Source: an optimization exercise on an open RTL-to-GDS flow (aim: small area). Production flows keep margins and buffers that such runs may drop. In this exercise RTL edits were held to simulation tests only and were not proved equivalent to the original. Power figures rest on the tool's default switching activity, not on a simulated workload.

== run A ==
// Memory
module Memory #(parameter Depth = 4,
                parameter Data_width = 32)
               ( input  wire clk,
                 input  wire rst,
                 input  wire EN,
                 input  wire wr_en,
                 input  wire rd_en,
                 input  wire [  Depth    - 1 : 0] add,
                 input  wire [Data_width - 1 : 0] Data_in,
                 output reg  valid_out,
                 output wire [Data_width - 1 : 0] Data_out
               );
localparam W = Data_width;
wire do_wr = EN & rd_en & ~wr_en;
wire do_rd = EN & wr_en & ~rd_en;
reg          phase;
reg  [W-1:0] st [0:15];
reg  [15:0]  written;
reg  [W-1:0] dq;
always @(posedge clk or negedge rst)
    if (~rst) phase <= 1'b0;
    else      phase <= ~phase;
wire [W-1:0] col = Data_in ^ {W{phase}};
wire [15:0] nsel;
wire [W-1:0] pr [0:7];
wire [7:0]   pw;
genvar r;
generate
    for (r = 0; r < 16; r = r + 1) begin : row
        wire         we  = do_wr & (add == r);
        wire         nwe = ~we;
        wire [W-1:0] nx;
        assign nsel[r] = ~(~do_wr & (add == r));
        oai22 #(W) u_nx (.a1(st[r]), .a2({W{we}}), .b1(col), .b2({W{nwe}}), .y(nx));
        always @(posedge clk)
            st[r] <= nx;
        wire         wnx;
        or2v #(1) u_wn (.a(written[r]), .b(we), .y(wnx));
        always @(posedge clk or negedge rst)
  ...
clock: 5.0 ns
lec_check: 0
cap_margin: 0
core_margin: 2
core_utilization: 56
place_density: 0.9
slew_margin: 0
synth_hierarchical: 1
synth_minimum_keep_size: 0
standard.sh (not shown) runs the stock make flow with config.mk's settings and CLKGATE_MAP_FILE= SYNTH_SCRIPT=/design/flow/synth_recipe.tcl, a recipe that flattens the netlist after the stock synthesis.
==> flow/flow/run.sh <==
#!/bin/bash
# The standard ORFS layout with these changes:
#  - after the standard synthesis, the read-path NOR4 and OAI211 gates that
#    ABC mapped at drive strength 2 are set back to strength 1 (same
#    function; each drives a single gate input),
#  - ports are buffered with the smallest buffer,
#  - clock tree synthesis uses clkbuf_8 leaves and adds no dummy loads.
# The log of each standard.sh call is kept here; each ORFS step's full log
# stays under orfs/logs/.
set -euo pipefail
cd "$(dirname "$0")/.."
export BUFFER_PORTS_ARGS="-buffer_cell sky130_fd_sc_hd__buf_1"
export CTS_ARGS="-sink_clustering_enable -repair_clock_nets -dont_use_dummy_load -sink_clustering_size 18 -sink_clustering_max_diameter 100 -buf_list sky130_fd_sc_hd__clkbuf_8"
bash standard.sh synth > synth.log 2>&1
NET=orfs/results/sky130hd/Memory/base/1_2_yosys.v
cp "$NET" 1_2_yosys.standard.v
sed -i -e 's/sky130_fd_sc_hd__nor4_2 /sky130_fd_sc_hd__nor4_1 /' \
       -e 's/sky130_fd_sc_hd__o211ai_2 /sky130_fd_sc_hd__o211ai_1 /' "$NET"
rm -f orfs/results/sky130hd/Memory/base/1_synth.odb orfs/results/sky130hd/Memory/base/1_synth.sdc
bash standard.sh > layout.log 2>&1
Completing all stages was not enough for run A: its layout failed the final checks because of capacitance limit, slew limit.
## Diff of input files: run B against run A
==> flow/flow/run.sh <==
#!/bin/bash
# The standard ORFS layout with these changes:
#  - after the standard synthesis, the read-path NOR4 and OAI211 gates that
#    ABC mapped at drive strength 2 are set back to strength 1 (same
#    function; each drives a single gate input),
#  - ports are buffered with the smallest buffer,
#  - clock tree synthesis uses clkbuf_4 buffers in clusters of up to 11
#    flip-flops and adds no dummy loads.
# The log of each standard.sh call is kept here; each ORFS step's full log
# stays under orfs/logs/.
set -euo pipefail
cd "$(dirname "$0")/.."
export BUFFER_PORTS_ARGS="-buffer_cell sky130_fd_sc_hd__buf_1"
export CTS_ARGS="-sink_clustering_enable -repair_clock_nets -dont_use_dummy_load -sink_clustering_size 11 -sink_clustering_max_diameter 50 -buf_list sky130_fd_sc_hd__clkbuf_4"
bash standard.sh synth > synth.log 2>&1
NET=orfs/results/sky130hd/Memory/base/1_2_yosys.v
cp "$NET" 1_2_yosys.standard.v
sed -i -e 's/sky130_fd_sc_hd__nor4_2 /sky130_fd_sc_hd__nor4_1 /' \
       -e 's/sky130_fd_sc_hd__o211ai_2 /sky130_fd_sc_hd__o211ai_1 /' "$NET"
rm -f orfs/results/sky130hd/Memory/base/1_synth.odb orfs/results/sky130hd/Memory/base/1_synth.sdc
bash standard.sh > layout.log 2>&1
-- flow/config.mk --
<<< run A, line 8
export CAP_MARGIN = 0
export CORE_MARGIN = 2
export CORE_UTILIZATION = 56
export PLACE_DENSITY = 0.9
export SLEW_MARGIN = 0
>>> run B, line 8
export CAP_MARGIN = 0
export CORE_MARGIN = 2
export CORE_UTILIZATION = 50
export PLACE_DENSITY = 0.9
export SLEW_MARGIN = 0
--- outcome ---
- Run B ran to completion and came out clean on the timing, design-rule and antenna checks.
- The higher combinational cell fraction of total power of run B and run A is in run B.
- Compared with run A, in run B area of the die now larger, final critical-path share of the clock period now larger, power now smaller.
- Against run A, wire length of the first global-routing pass in run B came out better.
- Proportion of power drawn by the clock network: run B vs run A down 1.2 points
- Of the two candidates, run A has the better shortest clock period the worst path allows after layout and run B the worse one.
- Re largest net degree at the start of global routing: run B is 1 down on run A.
- Compared with run A, run B shows a routed wire length that is about 4% lower.
- Run B vs. run A: data arrival time of the critical path went up by 0.12 ns.
- Multi-input gate share of the layout cell area of run B is on par with run A.
The following lists how run C was set up differently from run B:
==> flow/flow/run.sh <==
#!/bin/bash
# The standard ORFS layout with these changes:
#  - after the standard synthesis, the read-path NOR4 and OAI211 gates that
#    ABC mapped at drive strength 2 are set back to strength 1 (same
#    function; each drives a single gate input),
#  - ports are buffered with the smallest buffer,
#  - clock tree synthesis uses clkbuf_8 leaves and adds no dummy loads.
# The log of each standard.sh call is kept here; each ORFS step's full log
# stays under orfs/logs/.
set -euo pipefail
cd "$(dirname "$0")/.."
export BUFFER_PORTS_ARGS="-buffer_cell sky130_fd_sc_hd__buf_1"
export CTS_ARGS="-sink_clustering_enable -repair_clock_nets -dont_use_dummy_load -sink_clustering_size 20 -sink_clustering_max_diameter 60 -buf_list sky130_fd_sc_hd__clkbuf_8"
bash standard.sh synth > synth.log 2>&1
NET=orfs/results/sky130hd/Memory/base/1_2_yosys.v
cp "$NET" 1_2_yosys.standard.v
sed -i -e 's/sky130_fd_sc_hd__nor4_2 /sky130_fd_sc_hd__nor4_1 /' \
       -e 's/sky130_fd_sc_hd__o211ai_2 /sky130_fd_sc_hd__o211ai_1 /' "$NET"
rm -f orfs/results/sky130hd/Memory/base/1_synth.odb orfs/results/sky130hd/Memory/base/1_synth.sdc
bash standard.sh > layout.log 2>&1
-- flow/config.mk --
<<< run B, line 9
export CORE_MARGIN = 2
export CORE_UTILIZATION = 50
export PLACE_DENSITY = 0.9
export SLEW_MARGIN = 0
export SYNTH_HIERARCHICAL = 1
>>> run C, line 9
export CORE_MARGIN = 2
export CORE_UTILIZATION = 50
export PLACE_DENSITY = 0.95
export SLEW_MARGIN = 0
export SYNTH_HIERARCHICAL = 1
==> comparison <==
Run C ends up with higher sum of routed wire length over all layers than run B does.
Run C: summed area of non-filler cells in the final layout is 180 um^2 higher than what run B reported.
As far as clock sink total goes, run C and run B are indistinguishable; the numbers are identical.
| run C | all stages done | FAIL | capacitance limit, slew limit |
Where net switching component of the power is concerned, run B is better than run C.
Between run B and run C, the flow reports worst ir drop on vdd decreasing by a few percent.
On achievable clock frequency: between run B and run C, it ends up lower for run C.
Going from run B to run C, required time at the endpoint of the critical path climbed 1.46 ns; total half-perimeter wirelength after legalization and detailed placement climbed about 7%.
Between run B and run C, post-route core utilization is higher for run C, run B comes in under that.
Compare run B and run C | cell area after placement lower: run B
Input changes introduced in run D (baseline for comparison: run C):
==> flow/flow/run.sh <==
#!/bin/bash
# The standard ORFS layout with these changes:
#  - after the standard synthesis, the read-path NOR4 and OAI211 gates that
#    ABC mapped at drive strength 2 are set back to strength 1 (same
#    function; each drives a single gate input),
#  - ports are buffered with the smallest buffer,
#  - clock tree synthesis uses clkbuf_4 buffers in clusters of up to 11
#    flip-flops and adds no dummy loads.
# The log of each standard.sh call is kept here; each ORFS step's full log
# stays under orfs/logs/.
set -euo pipefail
cd "$(dirname "$0")/.."
export BUFFER_PORTS_ARGS="-buffer_cell sky130_fd_sc_hd__buf_1"
export CTS_ARGS="-sink_clustering_enable -repair_clock_nets -dont_use_dummy_load -sink_clustering_size 11 -sink_clustering_max_diameter 50 -buf_list sky130_fd_sc_hd__clkbuf_4"
bash standard.sh synth > synth.log 2>&1
NET=orfs/results/sky130hd/Memory/base/1_2_yosys.v
cp "$NET" 1_2_yosys.standard.v
sed -i -e 's/sky130_fd_sc_hd__nor4_2 /sky130_fd_sc_hd__nor4_1 /' \
       -e 's/sky130_fd_sc_hd__o211ai_2 /sky130_fd_sc_hd__o211ai_1 /' "$NET"
rm -f orfs/results/sky130hd/Memory/base/1_synth.odb orfs/results/sky130hd/Memory/base/1_synth.sdc
bash standard.sh > layout.log 2>&1
-- flow/config.mk --
<<< run C, line 9
export CORE_MARGIN = 2
export CORE_UTILIZATION = 50
export PLACE_DENSITY = 0.95
export SLEW_MARGIN = 0
export SYNTH_HIERARCHICAL = 1
>>> run D, line 9
export CORE_MARGIN = 2
export CORE_UTILIZATION = 50
export GPL_ROUTABILITY_DRIVEN = 0
export PLACE_DENSITY = 0.9
export SLEW_MARGIN = 0
export SYNTH_HIERARCHICAL = 1
Results
Every stage of the flow completed for run D, and the final layout passed the timing, design-rule and antenna checks.
Per the comparison of run D with run C, post-route worst hold slack saw a decrease, sequential-cell power consumption saw little to no change.
Looking at post-layout worst setup margin across run C and run D, the one that comes out lower is run C.
From run C to run D the numbers moved as follows: non-clock buffer count has decreased; clock network fraction of design power decreased by 0.8 points relative to the old numbers; clock skew picked up an extra 0.021 ns.
Cmp run D vs run C: first-pass GRT wire length lower in run D
On total number of cells along the worst setup path: run D sits below run C.

==> separate check: timing with driven ports <==
No port has a modelled driver above. Below, the same layouts with a new extraction and two added sets of constraints.
Step 1 sets driving cells, clkbuf_16 on the clock port and buf_2 on the other inputs (assumed; they add their load-dependent delay and slew).
Step 2 adds t to the input delays and takes it off the output delays; t is the mean of the earliest and latest rising clock arrival at the registers after step 1. Input paths then give back, and output paths get back, about the clock's delay inside the block.
Slacks: no drivers / after step 1 / after step 2; pairs: no drivers / after step 1.
run	shift t [ns]	slack for setup (ns)	worst slew at a driven data input, ns
run A	0.609	1.590 / 1.541 / 1.155	0.04
run B	0.776	1.465 / 1.419 / 1.154	0.03
run C	0.617	1.405 / 1.430 / 0.813	0.04
run D	0.776	1.465 / 1.419 / 1.154	0.03
For run C, which loses most, drivers alone change the setup slack by +0.025 ns; drivers and shift together by -0.592 ns.
